This design comes from an exercise in tuning for small area on the open sky130 flow, not from production work.
Function was checked by simulation only, so behaviour that the tests miss may differ from the original.
No driver is modelled on the clock port, so clock power and skew are understated where the tree is cut down; a real chip needs a root buffer or a tree.
Power is estimated from default activity; no workload was simulated.

==> inputs of run a <==
// poly_fir_stage1
module poly_fir_stage1 #(
    parameter int DECIMATION_FACTOR = 9,
    parameter int TAP_LEN          = 63,
    parameter int DATA_WIDTH       = 16,
    parameter int COEF_WIDTH       = 16,
    parameter int BUF_LEN          = 64
    )(
    input  logic                          clk,
    input  logic                          rst,
    input  logic                          din_valid,
    output logic                          dout_valid,
    input  logic signed [DATA_WIDTH-1:0]  din,
    output logic signed [DATA_WIDTH-1:0]  dout
    );
    localparam int LW = 20;           
    localparam int HW = 32 - LW;      
    wire accept = din_valid & ~rst;
    logic       qs;
    logic [2:0] qm;
    always_ff @(posedge clk) begin
        if (rst) begin
            qs <= 1'b0;
            qm <= 3'd4;
        end else if (accept) begin
            if (qs) begin
                if (qm == 3'd1) begin
                    qs <= 1'b0;
                    qm <= 3'd0;
                end else begin
                    qm <= qm - 3'd1;
                end
            end else begin
                if (qm == 3'd4) qs <= 1'b1;
                else qm <= qm + 3'd1;
  ...
export LEC_CHECK = 0
export CAP_MARGIN = 0
export CORE_MARGIN = 2
export CORE_UTILIZATION = 50
export GPL_TIMING_DRIVEN = 0
export SLEW_MARGIN = 0
create_clock -name core_clock -period 10.0 [get_ports {clk}]
standard.sh (not shown) runs the stock make flow with config.mk's settings and CLKGATE_MAP_FILE= SYNTH_SCRIPT=/design/flow/synth_recipe.tcl, a recipe that flattens the netlist after the stock synthesis.
==> flow/flow/run.sh <==
#!/bin/bash
# Own layout flow: the standard flow (standard.sh) with changes that only affect how the
# layout is built:
#  - synthesis: flow/synth.tcl (the standard flow's synthesis script with an area-oriented ABC mapping;
#    same registers, names and cell types),
#  - port buffers use the smallest buffer cell,
#  - the clock tree is built by flow/cts_manual.tcl (one root buffer, nine leaf buffers over
#    equal groups of flip-flops) in place of clock_tree_synthesis,
set -euo pipefail
here=$(pwd)
export OWN_ABC_SCRIPT="$here/flow/area.abc"
export BUFFER_PORTS_ARGS="-buffer_cell sky130_fd_sc_hd__buf_1"
export PRE_CTS_TCL="$here/flow/cts_manual.tcl"
export OWN_CTS_LEAVES=9 OWN_CTS_COLS=3 OWN_CTS_CLOCK_PORT=clk
export OWN_CTS_LEAF_BUF=sky130_fd_sc_hd__clkbuf_16 OWN_CTS_ROOT_BUF=sky130_fd_sc_hd__clkbuf_4
sed "s#SYNTH_SCRIPT=[^ ]*#SYNTH_SCRIPT=$here/flow/synth.tcl#" standard.sh > own_standard.sh
bash own_standard.sh finish > make_flow.log 2>&1
Other scripts of this flow, unchanged in this note and not shown: flow/flow/area.abc, flow/flow/cts_manual.tcl, flow/flow/synth.tcl
==> run b (differences from run a) <==
--- a/flow/design.v
+++ b/flow/design.v
@@ -252,10 +252,106 @@
             8'd155: rom = 4'b0000;
             8'd156: rom = 4'b0010;
             8'd157: rom = 4'b0000;
             8'd158: rom = 4'b0000;
             8'd159: rom = 4'b0000;
+            8'd160: rom = 4'b0001;
+            8'd161: rom = 4'b1010;
+            8'd162: rom = 4'b0011;
+            8'd163: rom = 4'b0010;
+            8'd164: rom = 4'b0001;
+            8'd165: rom = 4'b0000;
+            8'd166: rom = 4'b0010;
+            8'd167: rom = 4'b0010;
+            8'd168: rom = 4'b0001;
+            8'd169: rom = 4'b0000;
+            8'd170: rom = 4'b0000;
+            8'd171: rom = 4'b0001;
+            8'd172: rom = 4'b0010;
+            8'd173: rom = 4'b0010;
+            8'd174: rom = 4'b0001;
+            8'd175: rom = 4'b0000;
+            8'd176: rom = 4'b0001;
+            8'd177: rom = 4'b1010;
+            8'd178: rom = 4'b0011;
+            8'd179: rom = 4'b0010;
+            8'd180: rom = 4'b0001;
+            8'd181: rom = 4'b0001;
+            8'd182: rom = 4'b0001;
+            8'd183: rom = 4'b0001;
+            8'd184: rom = 4'b1100;
+            8'd185: rom = 4'b1010;
+            8'd186: rom = 4'b0010;
+            8'd187: rom = 4'b0000;
+            8'd188: rom = 4'b0010;
+            8'd189: rom = 4'b0000;
+            8'd190: rom = 4'b0000;
+            8'd191: rom = 4'b0000;
+            8'd192: rom = 4'b0001;
+            8'd193: rom = 4'b1010;
+            8'd194: rom = 4'b0011;
+            8'd195: rom = 4'b0010;
+            8'd196: rom = 4'b0001;
+            8'd197: rom = 4'b0000;
+            8'd198: rom = 4'b0010;
+            8'd199: rom = 4'b0010;
+            8'd200: rom = 4'b0001;
+            8'd201: rom = 4'b0000;
+            8'd202: rom = 4'b0000;
+            8'd203: rom = 4'b0001;
+            8'd204: rom = 4'b0010;
+            8'd205: rom = 4'b0010;
+            8'd206: rom = 4'b0001;
+            8'd207: rom = 4'b0000;
+            8'd208: rom = 4'b0001;
+            8'd209: rom = 4'b1010;
+            8'd210: rom = 4'b0011;
+            8'd211: rom = 4'b0010;
+            8'd212: rom = 4'b0001;
+            8'd213: rom = 4'b0001;
+            8'd214: rom = 4'b0001;
+            8'd215: rom = 4'b0001;
+            8'd216: rom = 4'b1100;
+            8'd217: rom = 4'b1010;
+            8'd218: rom = 4'b0010;
+            8'd219: rom = 4'b0000;
+            8'd220: rom = 4'b0010;
+            8'd221: rom = 4'b0000;
+            8'd222: rom = 4'b0000;
+            8'd223: rom = 4'b0000;
+            8'd224: rom = 4'b0001;
+            8'd225: rom = 4'b1010;
+            8'd226: rom = 4'b0011;
+            8'd227: rom = 4'b0010;
+            8'd228: rom = 4'b0001;
+            8'd229: rom = 4'b0000;
+            8'd230: rom = 4'b0010;
+            8'd231: rom = 4'b0010;
+            8'd232: rom = 4'b0001;
+            8'd233: rom = 4'b0000;
+            8'd234: rom = 4'b0000;
+            8'd235: rom = 4'b0001;
+            8'd236: rom = 4'b0010;
+            8'd237: rom = 4'b0010;
+            8'd238: rom = 4'b0001;
+            8'd239: rom = 4'b0000;
+            8'd240: rom = 4'b0001;
+            8'd241: rom = 4'b1010;
+            8'd242: rom = 4'b0011;
+            8'd243: rom = 4'b0010;
+            8'd244: rom = 4'b0001;
+            8'd245: rom = 4'b0001;
+            8'd246: rom = 4'b0001;
+            8'd247: rom = 4'b0001;
+            8'd248: rom = 4'b1100;
+            8'd249: rom = 4'b1010;
+            8'd250: rom = 4'b0010;
+            8'd251: rom = 4'b0000;
+            8'd252: rom = 4'b0010;
+            8'd253: rom = 4'b0000;
+            8'd254: rom = 4'b0000;
+            8'd255: rom = 4'b0000;
             default: rom = 4'd0;
         endcase
     end
     logic [3:0] dg;
     always_ff @(posedge clk) begin
CORE_UTILIZATION = 65   (was 50)
==> comparison <==
- Critical path depth is the same in run a and run b.
- Routed wire length: run a is larger than run b (4.9%).
- Of run b and run a, run b has the higher area after synthesis (gap 0.22%, measured against run a).
- Of run a and run b, run a has the higher fmax (gap about 0.7%, measured against run b).
- Of run a and run b, run b has the higher sequential share of layout area (gap 0.53 points).
- Sequential power: run a is lower than run b (about 5%).
In every run of this note, the design's own scripts or RTL, not TritonCTS, make the clock network.

========
==> inputs of run X <==
==> flow/design.v <==
module poly_fir_stage1 #(
    parameter int DECIMATION_FACTOR = 9,
    parameter int TAP_LEN          = 63,
    parameter int DATA_WIDTH       = 16,
    parameter int COEF_WIDTH       = 16,
    parameter int BUF_LEN          = 64
    )(
    input  logic                          clk,
    input  logic                          rst,
    input  logic                          din_valid,
    output logic                          dout_valid,
    input  logic signed [DATA_WIDTH-1:0]  din,
    output logic signed [DATA_WIDTH-1:0]  dout
    );
    localparam int LW = 20;           
    localparam int HW = 32 - LW;      
    wire accept = din_valid & ~rst;
    logic       qs;
    logic [2:0] qm;
    always_ff @(posedge clk) begin
        if (rst) begin
            qs <= 1'b0;
            qm <= 3'd4;
        end else if (accept) begin
            if (qs) begin
                if (qm == 3'd1) begin
                    qs <= 1'b0;
                    qm <= 3'd0;
                end else begin
                    qm <= qm - 3'd1;
                end
            end else begin
                if (qm == 3'd4) qs <= 1'b1;
                else qm <= qm + 3'd1;
            end
        end
    end
    logic       go;
    logic       busy;
    logic [1:0] r;
    logic [2:0] j;
    wire last = busy & (j == 3'd6) & (r == 2'd3);
    wire       busy_n = rst ? 1'b0 : (go | (busy & ~last));
    wire [2:0] j_n = (go | (j == 3'd6)) ? 3'd0 : j + 3'd1;
    wire [1:0] r_n = go ? 2'd0 : ((j == 3'd6) ? r + 2'd1 : r);
    always_ff @(posedge clk) begin
        go   <= accept;
        busy <= busy_n;
        j    <= j_n;
        r    <= r_n;
    end
    wire blk_end = last & ~qs & (qm == 3'd4);
    logic       ks, ks_n;
    logic [1:0] km, km_n;
    always_comb begin
        ks_n = ks;
        km_n = km;
        if (!blk_end) begin
            if (ks) begin
                if (km == 2'd1) begin
                    ks_n = 1'b0;
                    km_n = 2'd0;
                end else begin
                    km_n = km - 2'd1;
                end
            end else begin
                if (km == 2'd3) ks_n = 1'b1;
                else km_n = km + 2'd1;
            end
        end
    end
    always_ff @(posedge clk) begin
        ks <= ks_n;
        km <= km_n;
    end
    logic [4:0] rom;
    always_comb begin
        case ({qm, ks_n ^ qs, km_n, r_n})
            8'd0: rom = 5'b00100;
            8'd1: rom = 5'b00001;
            8'd2: rom = 5'b11000;
            8'd3: rom = 5'b00100;
            8'd4: rom = 5'b00100;
            8'd5: rom = 5'b10001;
            8'd6: rom = 5'b10010;
            8'd7: rom = 5'b00010;
            8'd8: rom = 5'b00010;
            8'd9: rom = 5'b00001;
            8'd10: rom = 5'b11000;
            8'd11: rom = 5'b00001;
            8'd12: rom = 5'b10100;
            8'd13: rom = 5'b00100;
            8'd14: rom = 5'b00000;
            8'd15: rom = 5'b00000;
            8'd16: rom = 5'b00100;
            8'd17: rom = 5'b00001;
            8'd18: rom = 5'b11000;
            8'd19: rom = 5'b00100;
            8'd20: rom = 5'b00100;
            8'd21: rom = 5'b10001;
            8'd22: rom = 5'b10010;
            8'd23: rom = 5'b00010;
            8'd24: rom = 5'b00010;
            8'd25: rom = 5'b00001;
            8'd26: rom = 5'b11000;
            8'd27: rom = 5'b00001;
            8'd28: rom = 5'b10100;
            8'd29: rom = 5'b00100;
            8'd30: rom = 5'b00000;
            8'd31: rom = 5'b00000;
            8'd32: rom = 5'b10100;
            8'd33: rom = 5'b00001;
            8'd34: rom = 5'b11000;
            8'd35: rom = 5'b00100;
            8'd36: rom = 5'b11000;
            8'd37: rom = 5'b00001;
            8'd38: rom = 5'b10001;
            8'd39: rom = 5'b00010;
            8'd40: rom = 5'b00000;
            8'd41: rom = 5'b00000;
            8'd42: rom = 5'b10100;
            8'd43: rom = 5'b00001;
            8'd44: rom = 5'b10001;
            8'd45: rom = 5'b01000;
            8'd46: rom = 5'b00000;
            8'd47: rom = 5'b00000;
            8'd48: rom = 5'b10100;
            8'd49: rom = 5'b00001;
            8'd50: rom = 5'b11000;
            8'd51: rom = 5'b00100;
            8'd52: rom = 5'b10001;
            8'd53: rom = 5'b10010;
            8'd54: rom = 5'b10100;
            8'd55: rom = 5'b00010;
            8'd56: rom = 5'b00010;
            8'd57: rom = 5'b00100;
            8'd58: rom = 5'b00100;
            8'd59: rom = 5'b00000;
            8'd60: rom = 5'b10100;
            8'd61: rom = 5'b00010;
            8'd62: rom = 5'b00000;
            8'd63: rom = 5'b00000;
            8'd64: rom = 5'b11000;
            8'd65: rom = 5'b10001;
            8'd66: rom = 5'b01000;
            8'd67: rom = 5'b00010;
            8'd68: rom = 5'b00001;
            8'd69: rom = 5'b00001;
            8'd70: rom = 5'b00000;
            8'd71: rom = 5'b00010;
            8'd72: rom = 5'b00100;
            8'd73: rom = 5'b10001;
            8'd74: rom = 5'b10010;
            8'd75: rom = 5'b00001;
            8'd76: rom = 5'b11000;
            8'd77: rom = 5'b10010;
            8'd78: rom = 5'b00001;
            8'd79: rom = 5'b00000;
            8'd80: rom = 5'b11000;
            8'd81: rom = 5'b10001;
            8'd82: rom = 5'b01000;
            8'd83: rom = 5'b00010;
            8'd84: rom = 5'b00010;
            8'd85: rom = 5'b11000;
            8'd86: rom = 5'b01000;
            8'd87: rom = 5'b00001;
            8'd88: rom = 5'b00000;
            8'd89: rom = 5'b10010;
            8'd90: rom = 5'b00100;
            8'd91: rom = 5'b00000;
            8'd92: rom = 5'b00000;
            8'd93: rom = 5'b00001;
            8'd94: rom = 5'b00000;
            8'd95: rom = 5'b00000;
            8'd96: rom = 5'b10001;
            8'd97: rom = 5'b00100;
            8'd98: rom = 5'b00100;
            8'd99: rom = 5'b00010;
            8'd100: rom = 5'b00000;
            8'd101: rom = 5'b00001;
            8'd102: rom = 5'b00001;
            8'd103: rom = 5'b00010;
            8'd104: rom = 5'b11000;
            8'd105: rom = 5'b00000;
            8'd106: rom = 5'b10001;
            8'd107: rom = 5'b00001;
            8'd108: rom = 5'b10100;
            8'd109: rom = 5'b00000;
            8'd110: rom = 5'b00001;
            8'd111: rom = 5'b00000;
            8'd112: rom = 5'b10001;
            8'd113: rom = 5'b00100;
            8'd114: rom = 5'b00100;
            8'd115: rom = 5'b00010;
            8'd116: rom = 5'b10100;
            8'd117: rom = 5'b00100;
            8'd118: rom = 5'b00010;
            8'd119: rom = 5'b00001;
            8'd120: rom = 5'b00100;
            8'd121: rom = 5'b00001;
            8'd122: rom = 5'b00010;
            8'd123: rom = 5'b00000;
            8'd124: rom = 5'b11000;
            8'd125: rom = 5'b00001;
            8'd126: rom = 5'b00000;
            8'd127: rom = 5'b00000;
            8'd128: rom = 5'b00001;
            8'd129: rom = 5'b10010;
            8'd130: rom = 5'b00100;
            8'd131: rom = 5'b00010;
            8'd132: rom = 5'b00001;
            8'd133: rom = 5'b00000;
            8'd134: rom = 5'b00010;
            8'd135: rom = 5'b00010;
            8'd136: rom = 5'b00001;
            8'd137: rom = 5'b00000;
            8'd138: rom = 5'b00000;
            8'd139: rom = 5'b00001;
            8'd140: rom = 5'b00010;
            8'd141: rom = 5'b00010;
            8'd142: rom = 5'b00001;
            8'd143: rom = 5'b00000;
            8'd144: rom = 5'b00001;
            8'd145: rom = 5'b10010;
            8'd146: rom = 5'b00100;
            8'd147: rom = 5'b00010;
            8'd148: rom = 5'b00001;
            8'd149: rom = 5'b00001;
            8'd150: rom = 5'b00001;
            8'd151: rom = 5'b00001;
            8'd152: rom = 5'b11000;
            8'd153: rom = 5'b10010;
            8'd154: rom = 5'b00010;
            8'd155: rom = 5'b00000;
            8'd156: rom = 5'b00010;
            8'd157: rom = 5'b00000;
            8'd158: rom = 5'b00000;
            8'd159: rom = 5'b00000;
            default: rom = 5'd0;
        endcase
    end
    logic [4:0] dg;
    always_ff @(posedge clk) begin
        dg <= rom & {5{busy_n}};
    end
    wire       neg = dg[4];
    wire [3:0] sel = dg[3:0];
    logic signed [15:0] x;
    always_ff @(posedge clk) begin
        if (accept) x <= din;
    end
    logic [17:0] x3;
    logic [17:0] c3;
    logic        c9;
    assign x3[0] = x[0];
    assign c3[1] = 1'b0;
    genvar gi;
    generate
        for (gi = 1; gi < 17; gi++) begin : g_x3
            wire aa = (gi < 16) ? x[gi] : x[15];
            wire bb = x[gi-1];
            wire ci = (gi == 9) ? c9 : c3[gi];
            assign x3[gi] = aa ^ bb ^ ci;
            assign c3[gi+1] = (aa & bb) | (aa & ci) | (bb & ci);
        end
    endgenerate
    assign x3[17] = x[15];
    always_ff @(posedge clk) begin
        c9 <= c3[9];
    end
    wire [18:0] xe = {{3{x[15]}}, x};
    wire [18:0] mx = ({19{sel[0]}} & xe)
                   | ({19{sel[1]}} & {xe[17:0], 1'b0})
                   | ({19{sel[2]}} & {x3[17], x3})
                   | ({19{sel[3]}} & {xe[16:0], 2'b00});
    wire [18:0] mn = mx ^ {19{neg}};
    logic [31:0] term;
    always_comb begin
        case (r)
            2'd0: term = {{13{mn[18]}}, mn};
            2'd1: term = {{10{mn[18]}}, mn, {3{neg}}};
            2'd2: term = {{7{mn[18]}}, mn, {6{neg}}};
            default: term = {{4{mn[18]}}, mn, {9{neg}}};
        endcase
    end
    logic [32:0] ring [0:6];
    wire clr = busy & qs & (qm == 3'd4) & ~ks & (km == 2'd3) & (r == 2'd0);
    wire fin = busy & ~qs & (qm == 3'd4) & ks & (km == 2'd3) & (r == 2'd1);
    wire [32:0] a = ring[6] & {33{~clr}};
    logic [LW-1:0] lsum;
    logic [LW:0]   lc;
    logic [HW-1:0] hsum;
    logic [HW:0]   hc;
    assign lc[0] = neg;
    assign hc[0] = a[LW];
    generate
        for (gi = 0; gi < LW; gi++) begin : g_lo
            assign lsum[gi] = a[gi] ^ term[gi] ^ lc[gi];
            assign lc[gi+1] = (a[gi] & term[gi]) | (a[gi] & lc[gi]) | (term[gi] & lc[gi]);
        end
        for (gi = 0; gi < HW; gi++) begin : g_hi
            wire aa = a[LW+1+gi];
            wire tt = term[LW+gi];
            assign hsum[gi] = aa ^ tt ^ hc[gi];
            assign hc[gi+1] = (aa & tt) | (aa & hc[gi]) | (tt & hc[gi]);
        end
    endgenerate
    always_ff @(posedge clk) begin
        ring[0] <= {hsum, lc[LW], lsum};
        for (int i = 1; i < 7; i++) ring[i] <= ring[i-1];
    end
    always_ff @(posedge clk) begin
        if (rst) dout_valid <= 1'b0;
        else dout_valid <= fin;
    end
    wire [31:0] acc = {ring[0][32:LW+1], ring[0][LW-1:0]};
    wire [1:0] top = acc[31:30];
    assign dout = (top == 2'b01) ? 16'sh7fff :
                  (top == 2'b10) ? 16'sh8000 : acc[30:15];
endmodule
==> flow/run.sh <==
#!/bin/bash
# synth_recipe.tcl (not shown) runs the flow's synth.tcl, then flattens the netlist and writes it again
# the make line also repeats each setting of config.mk as NAME=value (left out here)
make -C /OpenROAD-flow-scripts/flow DESIGN_CONFIG=/design/flow/config.mk WORK_HOME=/design/flow/orfs CLKGATE_MAP_FILE= SYNTH_SCRIPT=/design/flow/synth_recipe.tcl finish
==> flow/config.mk <==
export PLATFORM = sky130hd
export DESIGN_NAME = poly_fir_stage1
export DESIGN_NICKNAME = poly_fir_stage1
export VERILOG_FILES = /design/flow/design.v
export SDC_FILE = /design/flow/constraint.sdc
export NUM_CORES = 8
export LEC_CHECK = 0
export CAP_MARGIN = 20
export CORE_MARGIN = 2
export CORE_UTILIZATION = 40
export SLEW_MARGIN = 20
==> flow/constraint.sdc <==
create_clock -name core_clock -period 10.0 [get_ports {clk}]
set_input_delay 2.0000 -clock core_clock [delete_from_list [all_inputs] [get_ports {clk}]]
set_output_delay 2.0000 -clock core_clock [all_outputs]
set_load 0.01 [all_outputs]
==> run F: changes against run X <==
--- a/flow/design.v
+++ b/flow/design.v
@@ -284,12 +284,17 @@
         endcase
     end
-    logic [32:0] ring [0:6];
-    wire clr = busy & qs & (qm == 3'd4) & ~ks & (km == 2'd3) & (r == 2'd0);
-    wire fin = busy & ~qs & (qm == 3'd4) & ks & (km == 2'd3) & (r == 2'd1);
-    wire [32:0] a = ring[6] & {33{~clr}};
+    localparam int UW = HW - 1;       
+    logic [LW+UW:0] ring [0:6];
+    wire clr  = busy & qs & (qm == 3'd4) & ~ks & (km == 2'd3) & (r == 2'd0);
+    wire fin  = busy & ~qs & (qm == 3'd4) & ks & (km == 2'd3) & (r == 2'd1);
+    wire role0 = ks & (km == 2'd3);
+    wire [LW+UW:0] a = ring[6] & {(LW+UW+1){~clr}};
+    logic e31, e31v;
+    wire  a31 = e31v ? e31 : a[LW+UW];
     logic [LW-1:0] lsum;
     logic [LW:0]   lc;
     logic [HW-1:0] hsum;
     logic [HW:0]   hc;
+    wire  [HW-1:0] ah = {a31, a[LW+UW:LW+1]};
     assign lc[0] = neg;
     assign hc[0] = a[LW];
@@ -300,13 +305,14 @@
         end
         for (gi = 0; gi < HW; gi++) begin : g_hi
-            wire aa = a[LW+1+gi];
-            wire tt = term[LW+gi];
-            assign hsum[gi] = aa ^ tt ^ hc[gi];
-            assign hc[gi+1] = (aa & tt) | (aa & hc[gi]) | (tt & hc[gi]);
+            assign hsum[gi] = ah[gi] ^ term[LW+gi] ^ hc[gi];
+            assign hc[gi+1] = (ah[gi] & term[LW+gi]) | (ah[gi] & hc[gi]) | (term[LW+gi] & hc[gi]);
         end
     endgenerate
     always_ff @(posedge clk) begin
-        ring[0] <= {hsum, lc[LW], lsum};
+        ring[0] <= {hsum[UW-1:0], lc[LW], lsum};
         for (int i = 1; i < 7; i++) ring[i] <= ring[i-1];
+        if (role0) e31 <= hsum[HW-1];
+        if (blk_end) e31v <= 1'b0;
+        else if (role0) e31v <= 1'b1;
     end
     always_ff @(posedge clk) begin
@@ -314,6 +320,6 @@
         else dout_valid <= fin;
     end
-    wire [31:0] acc = {ring[0][32:LW+1], ring[0][LW-1:0]};
-    wire [1:0] top = acc[31:30];
+    wire [30:0] acc = {ring[0][LW+UW:LW+1], ring[0][LW-1:0]};
+    wire [1:0] top = {e31, acc[30]};
     assign dout = (top == 2'b01) ? 16'sh7fff :
                   (top == 2'b10) ? 16'sh8000 : acc[30:15];
==> flow/flow/run.sh (new file) <==
#!/bin/bash
# Own layout flow: the standard flow (standard.sh) with changes that only affect how the
# layout is built:
#  - synthesis: flow/synth.tcl (the standard flow's synthesis script with an area-oriented ABC mapping;
#    same registers, names and cell types),
#  - port buffers use the smallest buffer cell,
#  - clock tree synthesis builds one level of large clock buffers without dummy loads,
set -euo pipefail
here=$(pwd)
export OWN_ABC_SCRIPT="$here/flow/area.abc"
export BUFFER_PORTS_ARGS="-buffer_cell sky130_fd_sc_hd__buf_1"
export CTS_ARGS="-sink_clustering_enable -repair_clock_nets -sink_clustering_size 32 -sink_clustering_max_diameter 100 -buf_list sky130_fd_sc_hd__clkbuf_16 -dont_use_dummy_load -root_buf sky130_fd_sc_hd__clkbuf_8 -tree_buf sky130_fd_sc_hd__clkbuf_8"
sed "s#SYNTH_SCRIPT=[^ ]*#SYNTH_SCRIPT=$here/flow/synth.tcl#" standard.sh > own_standard.sh
bash own_standard.sh finish > make_flow.log 2>&1
==> flow/flow/area.abc (new file) <==
strash
 &get -n
 &fraig -x
 &put
 scorr
 dc2
 strash
 &get -n
 &deepsyn -J 300
 &synch2
 &dch -f
 &nf -a -R 1000
 &put
==> flow/flow/synth.tcl (new file) <==
# The standard synthesis (synth_recipe.tcl) with two changes to the combinational mapping only:
# Yosys's synth runs without its internal quick ABC pass (so full adders are extracted from the
# RTL's own adder structure), and the final ABC mapping uses flow/area.abc. Register inference,
# flip-flop mapping, flattening and renaming are unchanged.
proc synth {args} { yosys synth -nofsm -noshare -noabc {*}$args }
proc abc {args} {
  set i [lsearch -exact $args -script]
  if {$i >= 0} { lset args [expr {$i+1}] $::env(OWN_ABC_SCRIPT) }
  yosys abc {*}$args
}
source $::env(SCRIPTS_DIR)/synth.tcl
# left out here: clear keep_hierarchy, flatten, clean up, hide names made inside functions, write 1_2_yosys.v
==> flow/standard.sh (new file) <==
#!/bin/bash
# synth_recipe.tcl (not shown) runs the flow's synth.tcl, then flattens the netlist and writes it again
# the make line also repeats each setting of config.mk as NAME=value (left out here)
make -C /OpenROAD-flow-scripts/flow DESIGN_CONFIG=/design/flow/config.mk WORK_HOME=/design/flow/orfs CLKGATE_MAP_FILE= SYNTH_SCRIPT=/design/flow/synth_recipe.tcl "${@:-finish}"
CORE_UTILIZATION = 65   (was 40)
removed: flow/run.sh
==> run R: changes against run X <==
==> flow/flow/run.sh (new file) <==
#!/bin/bash
set -euo pipefail
export BUFFER_PORTS_ARGS="-buffer_cell sky130_fd_sc_hd__buf_1"
export CTS_ARGS="-sink_clustering_enable -repair_clock_nets -sink_clustering_size ${CTS_SIZE:-24} -sink_clustering_max_diameter ${CTS_DIAM:-60} -buf_list sky130_fd_sc_hd__clkbuf_16 -dont_use_dummy_load"
bash standard.sh finish > make_flow.log 2>&1
==> flow/standard.sh (new file) <==
#!/bin/bash
# synth_recipe.tcl (not shown) runs the flow's synth.tcl, then flattens the netlist and writes it again
# the make line also repeats each setting of config.mk as NAME=value (left out here)
make -C /OpenROAD-flow-scripts/flow DESIGN_CONFIG=/design/flow/config.mk WORK_HOME=/design/flow/orfs CLKGATE_MAP_FILE= SYNTH_SCRIPT=/design/flow/synth_recipe.tcl "${@:-finish}"
CORE_UTILIZATION = 60   (was 40)
removed: flow/run.sh
==> run C: changes against run X <==
CORE_UTILIZATION = 60   (was 40)
CTS_BUF_LIST = sky130_fd_sc_hd__clkbuf_4   (was default)
==> summary of the runs <==
Register-to-register slack: run F is lower than run X (240 ps).
Via count is about the same in run X and run R.
Clock skew: run R > run F > run C > run X.
In run X the die area is larger than in run F, by about 80%.
Sequential power is about the same in run C and run R.
In run X the non-clock buffer count is higher than in run C, by 7.

[separate check: timing with driven ports]
The flow's constraints put no driver on any port. The routed layouts listed below were extracted and timed again, unchanged, in two steps. Step 1, drivers: a clkbuf_16 drives clk and a buf_2 each remaining input, both assumed. Step 2 also shifts input and output timing later by t, the mid clock arrival at the registers, as if the neighbouring blocks saw the same clock. a / b / c = ideal ports / drivers / drivers and shift; a / b = the first two.
run | t, ns | setup slack, ns | cell pins on the clock port's net
run a | 0.643 | 0.418 / 0.418 / 0.418 | 1
run b | 0.642 | 0.348 / 0.348 / 0.348 | 1
run X | 0.568 | 0.602 / 0.602 / 0.602 | 1
run F | 0.528 | 0.364 / 0.364 / 0.364 | 1
run R | 0.502 | 0.367 / 0.367 / 0.367 | 1
run C | 0.671 | 0.434 / 0.434 / 0.434 | 1
After both steps setup and hold are still met in every run listed.
